Background: an optimization exercise with open tools, aiming at small area, a short achievable clock period and few clock cycles. Do not read the settings as production practice.
Only simulation tests tie the RTL to the original design; equivalence was not proved.

## muldiv_unit
module muldiv_unit(
    input  logic clk,
    input  logic rst_n,
    input                muldiv_start, 
    input [2:0]          muldiv_op, 
    input [32-1:0]    muldiv_a, 
    input [32-1:0]    muldiv_b, 
    input [1-1:0] muldiv_hart_id, 
    input [4:0]          muldiv_rd,
    output                muldiv_busy, 
    output                muldiv_done, 
    output [32-1:0]    muldiv_result, 
    output [1-1:0] muldiv_done_hart_id, 
    output [4:0]          muldiv_done_rd
);
    logic st_mul, st_div, st_sw1, st_sw2, st_fix1, st_fix2;
    logic busy_r, done_r;
    logic [32:0] x;       
    logic [37:0] h;       
    logic [31:0] l;       
    logic        msign;   
    logic [5:0]  n;       
    logic        op_rem;
    logic        sa, sb;  
    logic        sel_mulh, sel_rem;
    logic [1-1:0]  tag_hid;
    logic [5-1:0] tag_rd;
    logic [37:0] y0, y1;
    logic        cc0, cin;
    wire [37:0] cs  = h ^ y0 ^ y1;
  ...
Size: ~1900 cells after synthesis, about 200 flip-flops, about 120 I/O pins, ~0.015 sq mm of cells after synthesis.
clock: 11.0 ns
lec_check: 0
cap_margin: 20
core_margin: 2
core_utilization: 25
place_density: 0.5
slew_margin: 20
standard.sh (not shown) runs the stock make flow with config.mk's settings and CLKGATE_MAP_FILE= SYNTH_SCRIPT=/design/flow/synth_recipe.tcl, a recipe that flattens the netlist after the stock synthesis.
==> flow/flow/run.sh <==
#!/bin/bash
cp standard.sh standard.sh.txt
export SETUP_SLACK_MARGIN=7
export BUFFER_PORTS_ARGS="-buffer_cell sky130_fd_sc_hd__buf_1"
bash standard.sh > standard.log 2>&1
The starting point went through all stages and came out clean.
Testbench counts at the start, summed over its fixed seeds: cycles 114,349.
Then changed:
==> flow/flow/run.sh (replaced) <==
#!/bin/bash
cp standard.sh standard.sh.txt
export SETUP_SLACK_MARGIN=7.5
export BUFFER_PORTS_ARGS="-buffer_cell sky130_fd_sc_hd__buf_1"
bash standard.sh > standard.log 2>&1
The changed run went through all stages and came out clean.
Wire length increases by 5.1%.
Synthesized cell count stays the same.
Die area is unchanged.
Setup slack improved by 0.10 ns.
Then changed:
==> flow/flow/run.sh (replaced) <==
#!/bin/bash
cp standard.sh standard.sh.txt
export SETUP_SLACK_MARGIN=7
export BUFFER_PORTS_ARGS="-buffer_cell sky130_fd_sc_hd__buf_1"
bash standard.sh > standard.log 2>&1
CTS_BUF_LIST = sky130_fd_sc_hd__clkbuf_4 sky130_fd_sc_hd__clkbuf_8   (was default)
CTS_CLUSTER_SIZE = 30   (was default)
=> The changed run completed with no timing, DRC or antenna violations; via count went down by 3.3%; flip-flop and latch count is unchanged; utilization shrinks by 2.1 points; design area falls by 6.5%.
Then changed:
==> flow/flow/run.sh (replaced) <==
#!/bin/bash
cp standard.sh standard.sh.txt
export SETUP_SLACK_MARGIN=7
bash standard.sh > standard.log 2>&1
What happened:
- The new run completed with no timing, DRC or antenna violations
- routed wire length rose by 2.3%
- global-route usage is higher by 0.43 points
- clock skew stays flat
- final cell count rose by 0.99%
- via count climbs by 2.8%
- final area grows by 5.3%
- synthesized cell count stays the same
- clock-buffer cell count drops by 4

The RTL this note starts from:
==> flow/design.v <==
`timescale 1ns/1ps
module muldiv_unit(
    input  logic clk,
    input  logic rst_n,
    input                muldiv_start, 
    input [2:0]          muldiv_op, 
    input [32-1:0]    muldiv_a, 
    input [32-1:0]    muldiv_b, 
    input [1-1:0] muldiv_hart_id, 
    input [4:0]          muldiv_rd,
    output                muldiv_busy, 
    output                muldiv_done, 
    output [32-1:0]    muldiv_result, 
    output [1-1:0] muldiv_done_hart_id, 
    output [4:0]          muldiv_done_rd
);
    logic st_mul, st_div, st_sw1, st_sw2, st_fix1, st_fix2;
    logic busy_r, done_r;
    logic [32:0] x;       
    logic [37:0] h;       
    logic [31:0] l;       
    logic        msign;   
    logic [5:0]  n;       
    logic        op_rem;
    logic        sa, sb;  
    logic        sel_mulh, sel_rem;
    logic [1-1:0]  tag_hid;
    logic [5-1:0] tag_rd;
    logic [37:0] y0, y1;
    logic        cc0, cin;
    wire [37:0] cs  = h ^ y0 ^ y1;
    wire [37:0] cc  = {((h[36:0] & y0[36:0]) | (h[36:0] & y1[36:0]) | (y0[36:0] & y1[36:0])), cc0};
    wire [37:0] s   = cs + cc + {37'd0, cin};
    wire q   = ~s[37];
    wire xnz = |x[31:0];
    logic [31:0] sm;
    always_comb begin
        sm = ~y0[31:0];
        sm = sm | (sm >> 1);
        sm = sm | (sm >> 2);
        sm = sm | (sm >> 4);
        sm = sm | (sm >> 8);
        sm = sm | (sm >> 16);
    end
    wire [31:0] lm = sm >> 1;    
    wire [47:0] v16 = {h[32:0], l[31:17]};
    wire [35:0] v4  = {h[32:0], l[31:29]};
    wire ok16 = (n >= 6'd16) && (!xnz || ((v16 & ~{16'd0, lm}) == 48'd0));
    wire ok4  = (n >= 6'd4)  && (!xnz || ((v4  & ~{4'd0,  lm}) == 36'd0));
    wire fill = !xnz;
    wire negres = op_rem ? sa : ((sa ^ sb) && xnz);
    wire last_div = ok16 ? (n == 6'd16) : ok4 ? (n == 6'd4) : (n == 6'd1);
    function automatic [2:0] bdec(input [2:0] b);    
        case (b)
            3'b001, 3'b010: bdec = 3'b100;
            3'b011:         bdec = 3'b010;
            3'b100:         bdec = 3'b011;
            3'b101, 3'b110: bdec = 3'b101;
            default:        bdec = 3'b000;
        endcase
    endfunction
    wire in_div  = muldiv_op[2];
    wire in_sa   = in_div & ~muldiv_op[0] & muldiv_a[31];
    wire in_sb   = in_div & ~muldiv_op[0] & muldiv_b[31];
    wire a_sext  = (muldiv_op == 3'd1) || (muldiv_op == 3'd3);
    wire b_sext  = (muldiv_op == 3'd1) || (in_div && !muldiv_op[0]);
    wire idle    = !busy_r;
    wire start   = idle && muldiv_start;
    wire mul_end = st_mul && (n == 6'd1);
    wire div_end = st_div && last_div;
    wire nx_mul  = (start && !in_div) || (st_mul && !mul_end);
    wire nx_sw1  = start && in_div && in_sa;
    wire nx_sw2  = st_sw1;
    wire nx_div  = (start && in_div && !in_sa) || st_sw2 ||
                   (st_div && !last_div);
    wire nx_fix1 = div_end && negres;
    wire nx_fix2 = st_fix1;
    wire nx_done = mul_end || (div_end && !negres) || st_fix2;
    always_ff @(posedge clk or negedge rst_n) begin
        if (!rst_n) begin
            st_mul <= 1'b0; st_div <= 1'b0; st_sw1 <= 1'b0; st_sw2 <= 1'b0;
            st_fix1 <= 1'b0; st_fix2 <= 1'b0;
            busy_r <= 1'b0;
            done_r <= 1'b0;
        end else begin
            st_mul  <= nx_mul;
            st_div  <= nx_div;
            st_sw1  <= nx_sw1;
            st_sw2  <= nx_sw2;
            st_fix1 <= nx_fix1;
            st_fix2 <= nx_fix2;
            busy_r  <= nx_mul | nx_div | nx_sw1 | nx_sw2 | nx_fix1 | nx_fix2;
            done_r  <= nx_done;
        end
    end
    logic [32:0] x_nx;
    always_comb begin
        if (idle)                     x_nx = {b_sext & muldiv_b[31], muldiv_b};
        else if (st_sw1 || st_sw2)    x_nx = {st_sw2 & sb & l[31], l[31:0]};
        else if (st_fix1)             x_nx = {1'b0, (op_rem ? h[32:1] : l[31:0])};
        else                          x_nx = x;
    end
    logic       nx_is_mul, nx_neg;
    logic [2:0] d0_nx, d1_nx;
    always_comb begin
        d0_nx = 3'b000;
        d1_nx = 3'b000;
        nx_is_mul = 1'b0;
        nx_neg = 1'b1;
        if (idle) begin
            nx_is_mul = !in_div;
            d0_nx = bdec({muldiv_a[2:1], 1'b0});
            d1_nx = bdec(muldiv_a[4:2]);
            nx_neg = !in_sa && !in_sb;
        end else if (st_mul) begin
            nx_is_mul = 1'b1;
            d0_nx = bdec(l[6:4]);
            d1_nx = bdec({(n == 6'd2) ? msign : l[8], l[7:6]});
        end else begin
            nx_neg = (st_sw1 || st_fix1) ? 1'b1 : ~sb;
        end
        if (!nx_is_mul) d1_nx = 3'b000;
    end
    wire [37:0] xn38 = {{5{x_nx[32]}}, x_nx};
    wire        m1 = !nx_is_mul;                  
    wire        m2 = nx_is_mul && d0_nx[2];       
    wire        m4 = nx_is_mul && d0_nx[1];       
    wire        n0 = nx_is_mul ? d0_nx[0] : nx_neg;
    always_ff @(posedge clk) begin
        x   <= x_nx;
        y0  <= {((({37{m1}} & xn38[37:1]) | ({37{m2}} & xn38[36:0]) | ({37{m4}} & {xn38[35:0], 1'b0})) ^ {37{n0}}),
                (m1 ? (xn38[0] ^ n0) : d1_nx[0])};
        y1  <= {(({35{d1_nx[2]}} & xn38[34:0]) | ({35{d1_nx[1]}} & {xn38[33:0], 1'b0})) ^ {35{d1_nx[0]}},
                {3{d1_nx[0]}}};
        cc0 <= nx_is_mul & d0_nx[0];
        cin <= n0;
    end
    always_ff @(posedge clk) begin
        if (idle) begin
            l        <= muldiv_a;
            msign    <= a_sext & muldiv_a[31];
            h        <= (in_div || !muldiv_a[0]) ? 38'd0 : {{6{b_sext & muldiv_b[31]}}, muldiv_b};
            n        <= in_div ? 6'd33 : 6'd8;
            op_rem   <= muldiv_op[1];
            sa       <= in_sa;
            sb       <= in_sb;
            sel_mulh <= ~in_div & (muldiv_op[1:0] != 2'b00);
            sel_rem  <= in_div & muldiv_op[1];
            tag_hid  <= muldiv_hart_id;
            tag_rd   <= muldiv_rd;
        end else if (st_mul) begin
            h <= {{4{s[37]}}, s[37:4]};
            l <= (sel_mulh && n == 6'd1) ? s[35:4] : {s[3:0], l[31:4]};
            n <= n - 6'd1;
        end else if (st_div) begin
            if (ok16) begin
                h <= {5'd0, h[16:0], l[31:16]};
                l <= {l[15:0], {16{fill}}};
                n <= n - 6'd16;
            end else if (ok4) begin
                h <= {5'd0, h[28:0], l[31:28]};
                l <= {l[27:0], {4{fill}}};
                n <= n - 6'd4;
            end else begin
                h <= {5'd0, (q ? s[31:0] : h[31:0]), l[31]};
                l <= {l[30:0], q};
                n <= n - 6'd1;
            end
        end else begin
            h <= 38'd0;
            l <= s[31:0];
            if (st_fix2) begin
                sel_rem <= 1'b0;
            end
        end
    end
    assign muldiv_busy         = busy_r;
    assign muldiv_done         = done_r;
    assign muldiv_result       = sel_rem ? h[32:1] : l[31:0];
    assign muldiv_done_hart_id = tag_hid;
    assign muldiv_done_rd      = tag_rd;
endmodule
export LEC_CHECK = 0
export CAP_MARGIN = 20
export CORE_MARGIN = 2
export CORE_UTILIZATION = 25
export CTS_BUF_LIST = sky130_fd_sc_hd__clkbuf_4 sky130_fd_sc_hd__clkbuf_8 sky130_fd_sc_hd__clkbuf_16
export PLACE_DENSITY = 0.5
export SLEW_MARGIN = 20
create_clock -name core_clock -period 11.0 [get_ports {clk}]
==> flow/flow/run.sh <==
#!/bin/bash
cp standard.sh standard.sh.txt
export SETUP_SLACK_MARGIN=7
export BUFFER_PORTS_ARGS="-buffer_cell sky130_fd_sc_hd__buf_1"
bash standard.sh > standard.log 2>&1
The first run produced a clean layout.
Testbench counts at the start, summed over its fixed seeds: cycles 114,349.
==> next run, changes <==
--- a/flow/config.mk
+++ b/flow/config.mk
@@ -10,3 +10,2 @@
-export CORE_UTILIZATION = 25
-export CTS_BUF_LIST = sky130_fd_sc_hd__clkbuf_4 sky130_fd_sc_hd__clkbuf_8 sky130_fd_sc_hd__clkbuf_16
-export PLACE_DENSITY = 0.5
+export CORE_UTILIZATION = 40
+export PLACE_DENSITY = 0.65
Sequential cell count does not change; first-iteration DRC count increases by 7.7%; setup slack gains 0.047 ns.
==> next run, changes <==
--- a/flow/config.mk
+++ b/flow/config.mk
@@ -10,2 +10,4 @@
-export CORE_UTILIZATION = 40
-export PLACE_DENSITY = 0.65
+export CORE_UTILIZATION = 25
+export CTS_BUF_LIST = sky130_fd_sc_hd__clkbuf_8
+export CTS_CLUSTER_SIZE = 12
+export PLACE_DENSITY = 0.5
What happened:
- The changed run passed the timing, DRC and antenna checks
- cell area is higher by 1.7%
- non-clock buffer count is higher by 7
- utilization fell by 16 points
- flip-flop and latch count does not change
- final cell count rises by 14%

-- re-timing with driven ports --
The results above use ideal ports. As a check the final layouts listed here were re-extracted and re-timed, cells and wires unchanged. Step 1: set_driving_cell puts a clkbuf_16 on clk and a buf_2 on each other input, an assumption about the parent block. Step 2, shift: input delay + t, output delay - t, t = (earliest + latest rising clock arrival at the registers) / 2. This alone moves slack from input paths to output paths. Three values: ideal, step 1, step 2; two values: the first two.
run	shift t [ns]	setup slack, ns	worst hold slack (ns)	worst register clock-pin slew, ns	worst slew at a driven data input, ns
the first run of note 1	0.534	6.870 / 6.814 / 6.562	0.441 / 0.441 / 0.441	0.08 / 0.08	0.05
the second run of note 1	0.546	6.970 / 6.928 / 6.970	0.434 / 0.434 / 0.434	0.08 / 0.08	0.06
the third run of note 1	0.603	6.894 / 6.841 / 6.554	0.444 / 0.444 / 0.444	0.12 / 0.12	0.05
the fourth run of note 1	0.601	6.873 / 6.820 / 6.490	0.442 / 0.442 / 0.442	0.12 / 0.12	0.06
the first run of note 2	0.538	6.972 / 6.955 / 6.736	0.448 / 0.448 / 0.448	0.08 / 0.08	0.05
the second run of note 2	0.509	7.019 / 6.966 / 6.608	0.469 / 0.469 / 0.469	0.09 / 0.09	0.06
the third run of note 2	0.599	6.949 / 6.901 / 6.490	0.456 / 0.456 / 0.456	0.12 / 0.12	0.05
After both steps setup and hold are still met in every run listed. For the third run of note 2, which loses most, drivers alone change the setup slack by -0.048 ns; drivers and shift together by -0.459 ns.
